This is an optimization exercise on Yosys and OpenROAD, whose aim is small area, not a production implementation.
Where RTL was checked, it was by simulation tests only, not by an equivalence proof against the original.
Power and IR drop assume default switching activity.

==> 02-13: inputs <==
==> flow/design.v <==
module gshare
	#(  parameter GH_WIDTH = 8,
		parameter PC_WIDTH = 32,
		parameter INDEX_W  = 8
	)
	(
	input clk,ares,sync_reset,
	input [PC_WIDTH-1:0] instr_data,
	input instr_valid,
	input [INDEX_W-1:0] pred_result_idx,
	input pred_result_data,
	input pred_result_valid,
	output [INDEX_W+1-1:0] pred_data,
	output pred_valid
);
	localparam N = 256;
	reg [N-1:0] dir_n;
	reg [N-1:0] str;
	reg [7:0] ghist;
	wire [7:0] idx = instr_data[7:0] ^ ghist;
	wire [7:0] lo_sel = 8'd1 << idx[2:0];
	wire [31:0] grp;
	genvar g, k;
	generate for (g = 0; g < 32; g = g + 1) begin : prd
		assign grp[g] = |(lo_sel & dir_n[g*8 +: 8]);
	end endgenerate
	assign pred_data = {idx, ~grp[idx[7:3]]};
	assign pred_valid = instr_valid;
	wire [15:0] row = {15'd0, pred_result_valid} << pred_result_idx[7:4];
	wire [15:0] col = 16'd1 << pred_result_idx[3:0];
	wire [15:0] row_s = row | {16{sync_reset}};
	wire [15:0] col_s = col | {16{sync_reset}};
	wire [N-1:0] we;
	generate for (g = 0; g < 16; g = g + 1) begin : r
		for (k = 0; k < 16; k = k + 1) begin : c
			assign we[g*16+k] = row_s[g] & col_s[k];
		end
	end endgenerate
	wire cur_dir = |(we & ~dir_n);
	wire cur_str = |(we & str);
	wire new_str = ~sync_reset & (cur_dir ~^ pred_result_data);
	wire new_dir_n = ~sync_reset & ~(cur_str ? cur_dir : pred_result_data);
	integer i;
	always @(posedge clk or posedge ares) begin
		if (ares) begin
			dir_n <= {N{1'b0}};
			str <= {N{1'b0}};
		end else begin
			for (i = 0; i < N; i = i + 1) begin
				if (we[i]) begin
					str[i] <= new_str;
					dir_n[i] <= new_dir_n;
				end
			end
		end
	end
	always @(posedge clk or posedge ares) begin
		if (ares) ghist <= 8'd0;
		else if (sync_reset) ghist <= 8'd0;
		else if (pred_result_valid) ghist <= {ghist[6:0], pred_result_data};
	end
endmodule
==> flow/flow/run.sh <==
#!/bin/bash
set -euo pipefail
W=$(pwd)
# synthesis script: synth_recipe.tcl, sourcing a copy of ORFS synth.tcl whose
# abc call uses our script
sed "s#log_cmd abc {\*}\$abc_args#log_cmd abc -script $W/flow/abc.script {*}[lrange \$abc_args 2 end]#" \
  "$FLOW_HOME/scripts/synth.tcl" > "$W/area_synth_main.tcl"
grep -q "flow/abc.script" "$W/area_synth_main.tcl"
sed "s#\$::env(SCRIPTS_DIR)/synth.tcl#$W/area_synth_main.tcl#" "$W/synth_recipe.tcl" > "$W/area_synth.tcl"
grep -q "area_synth_main.tcl" "$W/area_synth.tcl"
sed "s#SYNTH_SCRIPT=[^ ]*#SYNTH_SCRIPT=$W/area_synth.tcl#" "$W/standard.sh" > "$W/area_standard.sh"
grep -q "area_synth.tcl" "$W/area_standard.sh"
export BUFFER_PORTS_ARGS="-buffer_cell sky130_fd_sc_hd__buf_1"
bash "$W/area_standard.sh" finish > "$W/flow_make.log" 2>&1
==> flow/flow/abc.script <==
strash
&get -n
&st
&synch2
&nf -a -R 1000
&st
&synch2
&nf -a -R 1000
&put
==> flow/standard.sh <==
#!/bin/bash
# synth_recipe.tcl (not shown) runs the flow's synth.tcl, then flattens the netlist and writes it again
# the make line also repeats each setting of config.mk as NAME=value (left out here)
make -C /OpenROAD-flow-scripts/flow DESIGN_CONFIG=/design/flow/config.mk WORK_HOME=/design/flow/orfs CLKGATE_MAP_FILE= SYNTH_SCRIPT=/design/flow/synth_recipe.tcl "${@:-finish}"
==> flow/config.mk <==
export PLATFORM = sky130hd
export DESIGN_NAME = gshare
export DESIGN_NICKNAME = gshare
export VERILOG_FILES = /design/flow/design.v
export SDC_FILE = /design/flow/constraint.sdc
export NUM_CORES = 4
export LEC_CHECK = 0
export CAP_MARGIN = 10
export CORE_MARGIN = 2
export CORE_UTILIZATION = 50
export CTS_BUF_LIST = sky130_fd_sc_hd__clkbuf_8
export CTS_CLUSTER_DIAMETER = 60
export CTS_CLUSTER_SIZE = 16
export PLACE_DENSITY = 0.6
export SLEW_MARGIN = 10
==> flow/constraint.sdc <==
create_clock -name core_clock -period 9.0 [get_ports {clk}]
set_input_delay 1.8000 -clock core_clock [delete_from_list [all_inputs] [get_ports {clk}]]
set_output_delay 1.8000 -clock core_clock [all_outputs]
set_load 0.01 [all_outputs]
==> 03-04 (differences from 02-13) <==
==> flow/design.v, changed modules only <==
module gshare
	#(  parameter GH_WIDTH = 8,
		parameter PC_WIDTH = 32,
		parameter INDEX_W  = 8
	)
	(
	input clk,ares,sync_reset,
	input [PC_WIDTH-1:0] instr_data,
	input instr_valid,
	input [INDEX_W-1:0] pred_result_idx,
	input pred_result_data,
	input pred_result_valid,
	output [INDEX_W+1-1:0] pred_data,
	output pred_valid
);
	localparam N = 256;
	reg [N-1:0] dir_n;      
	reg [N-1:0] str;        
	reg [7:0] ghist;
	reg clr_pend;           
	reg wb_valid;           
	reg [7:0] wb_idx;
	reg wb_taken;
	genvar g, k;
	wire clear = clr_pend | sync_reset;
	wire [15:0] b_row = 16'd1 << wb_idx[7:4];
	wire [15:0] b_col = 16'd1 << wb_idx[3:0];
	wire [15:0] row_dir, row_str;
	generate for (g = 0; g < 16; g = g + 1) begin : rd
		assign row_dir[g] = |(b_col & ~dir_n[g*16 +: 16]);
		assign row_str[g] = |(b_col & str[g*16 +: 16]);
	end endgenerate
	wire cur_dir = |(b_row & row_dir);
	wire cur_str = |(b_row & row_str);
	wire new_dir = cur_str ? cur_dir : wb_taken;
	wire new_str = cur_dir ~^ wb_taken;
	wire [7:0] idx = instr_data[7:0] ^ ghist;
	wire [7:0] lo_sel = 8'd1 << idx[2:0];
	wire [31:0] grp;
	generate for (g = 0; g < 32; g = g + 1) begin : prd
		assign grp[g] = |(lo_sel & dir_n[g*8 +: 8]);
	end endgenerate
	wire tbl_dir_n = grp[idx[7:3]];
	wire p_hit = wb_valid & (wb_idx == idx);
	assign pred_data = {idx, p_hit ? new_dir : (clr_pend | ~tbl_dir_n)};
	assign pred_valid = instr_valid;
	wire [15:0] w_row = (b_row & {16{wb_valid}}) | {16{clear}};
	wire [15:0] w_col = b_col | {16{clear}};
	wire w_dir_n = ~clear & ~new_dir;
	wire w_str = ~clear & new_str;
	integer i;
	always @(posedge clk) begin
		for (i = 0; i < N; i = i + 1)
			if (w_row[i/16] & w_col[i%16]) begin
				dir_n[i] <= w_dir_n;
				str[i] <= w_str;
			end
	end
	always @(posedge clk or posedge ares) begin
		if (ares) begin
			clr_pend <= 1'b1;
			wb_valid <= 1'b0;
		end else begin
			clr_pend <= 1'b0;
			wb_valid <= pred_result_valid & ~sync_reset;
		end
	end
	always @(posedge clk) begin
		wb_idx <= pred_result_idx;
		wb_taken <= pred_result_data;
	end
	always @(posedge clk or posedge ares) begin
		if (ares) ghist <= 8'd0;
		else if (sync_reset) ghist <= 8'd0;
		else if (pred_result_valid) ghist <= {ghist[6:0], pred_result_data};
	end
endmodule
- CORE_UTILIZATION: 50 -> 65
- PLACE_DENSITY: 0.6 -> 0.75
==> 10-28 (differences from 02-13) <==
==> flow/design.v, changed modules only <==
module gshare
	#(  parameter GH_WIDTH = 8,
		parameter PC_WIDTH = 32,
		parameter INDEX_W  = 8
	)
	(
	input clk,ares,sync_reset,
	input [PC_WIDTH-1:0] instr_data,
	input instr_valid,
	input [INDEX_W-1:0] pred_result_idx,
	input pred_result_data,
	input pred_result_valid,
	output [INDEX_W+1-1:0] pred_data,
	output pred_valid
);
	localparam N = 256;
	reg [N-1:0] dir_n;      
	reg [N-1:0] str;        
	reg [7:0] ghist;
	reg clr_pend;           
	reg wb_valid;           
	reg [7:0] wb_idx;
	reg wb_dir, wb_str;
	genvar g, k;
	wire [7:0] idx = instr_data[7:0] ^ ghist;
	wire [7:0] lo_sel = 8'd1 << idx[2:0];
	wire [31:0] grp;
	generate for (g = 0; g < 32; g = g + 1) begin : prd
		assign grp[g] = |(lo_sel & dir_n[g*8 +: 8]);
	end endgenerate
	wire tbl_dir_n = grp[idx[7:3]];
	wire p_hit = wb_valid & (wb_idx == idx);
	assign pred_data = {idx, p_hit ? wb_dir : (clr_pend | ~tbl_dir_n)};
	assign pred_valid = instr_valid;
	wire [15:0] u_row = 16'd1 << pred_result_idx[7:4];
	wire [15:0] u_col = 16'd1 << pred_result_idx[3:0];
	wire [15:0] row_dir, row_str;
	generate for (g = 0; g < 16; g = g + 1) begin : rd
		assign row_dir[g] = |(u_col & ~dir_n[g*16 +: 16]);
		assign row_str[g] = |(u_col & str[g*16 +: 16]);
	end endgenerate
	wire u_hit = wb_valid & (wb_idx == pred_result_idx);
	wire cur_dir = u_hit ? wb_dir : (clr_pend | (|(u_row & row_dir)));
	wire cur_str = u_hit ? wb_str : (~clr_pend & (|(u_row & row_str)));
	wire new_dir = cur_str ? cur_dir : pred_result_data;
	wire new_str = cur_dir ~^ pred_result_data;
	wire clear = clr_pend | sync_reset;
	wire [15:0] w_row = ({15'd0, wb_valid} << wb_idx[7:4]) | {16{clear}};
	wire [15:0] w_col = (16'd1 << wb_idx[3:0]) | {16{clear}};
	wire w_dir_n = ~clear & ~wb_dir;
	wire w_str = ~clear & wb_str;
	wire [N-1:0] we_n;    
	generate for (g = 0; g < 16; g = g + 1) begin : r
		for (k = 0; k < 16; k = k + 1) begin : c
			assign we_n[g*16+k] = ~(w_row[g] & w_col[k]);
		end
	end endgenerate
	integer i;
	always @(posedge clk) begin
		for (i = 0; i < N; i = i + 1)
			if (~we_n[i]) begin
				dir_n[i] <= w_dir_n;
				str[i] <= w_str;
			end
	end
	always @(posedge clk or posedge ares) begin
		if (ares) begin
			clr_pend <= 1'b1;
			wb_valid <= 1'b0;
		end else begin
			clr_pend <= 1'b0;
			wb_valid <= pred_result_valid & ~sync_reset;
		end
	end
	always @(posedge clk) begin
		wb_idx <= pred_result_idx;
		wb_dir <= new_dir;
		wb_str <= new_str;
	end
	always @(posedge clk or posedge ares) begin
		if (ares) ghist <= 8'd0;
		else if (sync_reset) ghist <= 8'd0;
		else if (pred_result_valid) ghist <= {ghist[6:0], pred_result_data};
	end
endmodule
- CAP_MARGIN: 10 -> 20
- SLEW_MARGIN: 10 -> 20
==> 04-23 (differences from 02-13) <==
==> flow/design.v, changed modules only <==
module gshare
	#(  parameter GH_WIDTH = 8,
		parameter PC_WIDTH = 32,
		parameter INDEX_W  = 8
	)
	(
	input clk,ares,sync_reset,
	input [PC_WIDTH-1:0] instr_data,
	input instr_valid,
	input [INDEX_W-1:0] pred_result_idx,
	input pred_result_data,
	input pred_result_valid,
	output [INDEX_W+1-1:0] pred_data,
	output pred_valid
);
	localparam N = 1<<INDEX_W;
	reg [N-1:0] dir_n;
	reg [N-1:0] str;
	reg [INDEX_W-1:0] ghist;
	wire [INDEX_W-1:0] idx = instr_data[INDEX_W-1:0] ^ ghist;
	assign pred_data = {idx, ~dir_n[idx]};
	assign pred_valid = instr_valid;
	wire cur_dir = ~dir_n[pred_result_idx];
	wire cur_str = str[pred_result_idx];
	wire new_dir_n = sync_reset ? 1'b0 : ~(cur_str ? cur_dir : pred_result_data);
	wire new_str   = sync_reset ? 1'b0 : (cur_dir == pred_result_data);
	wire [N-1:0] we = {N{sync_reset}} | ({{(N-1){1'b0}}, pred_result_valid} << pred_result_idx);
	integer i;
	always @(posedge clk or posedge ares) begin
		if (ares) begin
			dir_n <= {N{1'b0}};
			str <= {N{1'b0}};
		end else begin
			for (i = 0; i < N; i = i + 1)
				if (we[i]) begin
					dir_n[i] <= new_dir_n;
					str[i] <= new_str;
				end
		end
	end
	always @(posedge clk or posedge ares) begin
		if (ares) ghist <= {INDEX_W{1'b0}};
		else if (sync_reset) ghist <= {INDEX_W{1'b0}};
		else if (pred_result_valid) ghist <= {ghist[INDEX_W-2:0], pred_result_data};
	end
endmodule
==> flow/run.sh (new file) <==
#!/bin/bash
# synth_recipe.tcl (not shown) runs the flow's synth.tcl, then flattens the netlist and writes it again
# the make line also repeats each setting of config.mk as NAME=value (left out here)
make -C /OpenROAD-flow-scripts/flow DESIGN_CONFIG=/design/flow/config.mk WORK_HOME=/design/flow/orfs CLKGATE_MAP_FILE= SYNTH_SCRIPT=/design/flow/synth_recipe.tcl finish
- CAP_MARGIN: 10 -> 20
- CTS_BUF_LIST: sky130_fd_sc_hd__clkbuf_8 -> sky130_fd_sc_hd__clkbuf_4 sky130_fd_sc_hd__clkbuf_8
- CTS_CLUSTER_DIAMETER: 60 -> unset
- CTS_CLUSTER_SIZE: 16 -> unset
- SLEW_MARGIN: 10 -> 20
removed: flow/flow/run.sh
removed: flow/flow/abc.script
removed: flow/standard.sh
==> run notes <==
metric	03-04	10-28	04-23	02-13
Run status	timing/DRC/antenna clean	timing/DRC/antenna clean	timing/DRC/antenna clean	timing/DRC/antenna clean
Crit. Startpoint	instr_data[1]	instr_data[1]	instr_data[0]	instr_data[0]
Placed instance area	0.0238 mm²	0.0236 mm²	0.0282 mm²	0.0258 mm²
Total met3 wirelength after detailed routing	12.2 mm	13.0 mm	7.59 mm	9.07 mm
PnR Total Power	5070 µW	5060 µW	5190 µW	4950 µW
Power per Cell Area	207 mW/mm²	208 mW/mm²	172 mW/mm²	185 mW/mm²
Fmax	134 MHz	130 MHz	129 MHz	130 MHz
Met2 routed WL	32.3 mm	33.8 mm	40.7 mm	42.8 mm
Antenna violations before repair	2	4	1	2
Arrival time of the worst setup path	5.67 ns	5.90 ns	5.92 ns	5.88 ns
Tap cells	455	585	704	615
Total of flip-flops plus latches after synthesis	531	532	520	520
Area of the core	0.0343 mm²	0.0432 mm²	0.0549 mm²	0.0475 mm²
Inserted Clock Buffers	39	43	91	47
Met1 wire length	25.2 mm	30.5 mm	36.3 mm	37.1 mm
Post-route fraction of the period consumed by the critical path	83.1%	85.6%	85.8%	85.3%
Slowest cell on the critical path	nor4_1	o311ai_0	xor2_4	xnor2_1
Count of placed standard cells in the final layout, fillers left out	2279	2337	3327	3326
Switching share of total power	27.2%	26.9%	27.7%	31.8%
Number of fillers in the final layout	2433	3616	4748	4292
Synth Instances	1660	1578	2585	2521
Area of the multi-input gates	0.00678 mm²	0.00627 mm²	0.0135 mm²	0.0112 mm²
Most frequent cell after synthesis	edfxtp_1	edfxtp_1	nor2_1	nand2_1
Share of the synthesized area in compound gates (AO/OA/AOI/OAI)	12.0%	15.9%	16.4%	29.5%
Only the layout flow was run in 02-13; the RTL was not checked for function there.

-- port drivers added, routing unchanged --
The flow's constraints put no driver on any port. The routed layouts listed below were extracted and timed again, unchanged, in two steps.
Step 1 sets driving cells, clkbuf_16 on the clock port and buf_2 on the other inputs (assumed; they add their load-dependent delay and slew).
Step 2 moves the port delays by t, midway between the first and last clock arrival at a register: inputs arrive t later, outputs are due t later. That takes back most of the time a late clock gives input paths.
a / b / c = ideal / step 1 / step 2; a / b = the first two.
run | t (ns) | setup slack, ns | hold WS [ns] | worst setup path at the end | worst slew at a driven data input, ns
02-13 | 0.736 | 1.322 / 1.293 / 1.227 | 0.482 / 0.482 / 0.482 | input to register | 0.10
03-04 | 0.670 | 1.525 / 1.501 / 1.501 | 0.585 / 0.585 / 0.585 | input to output | 0.06
10-28 | 0.703 | 1.299 / 1.277 / 1.277 | 0.587 / 0.587 / 0.587 | input to output | 0.10
04-23 | 0.743 | 1.276 / 1.244 / 1.244 | 0.558 / 0.558 / 0.558 | input to output | 0.06
After both steps setup and hold are still met in every run listed. For 02-13, which loses most, drivers alone change the setup slack by -0.029 ns; drivers and shift together by -0.095 ns.
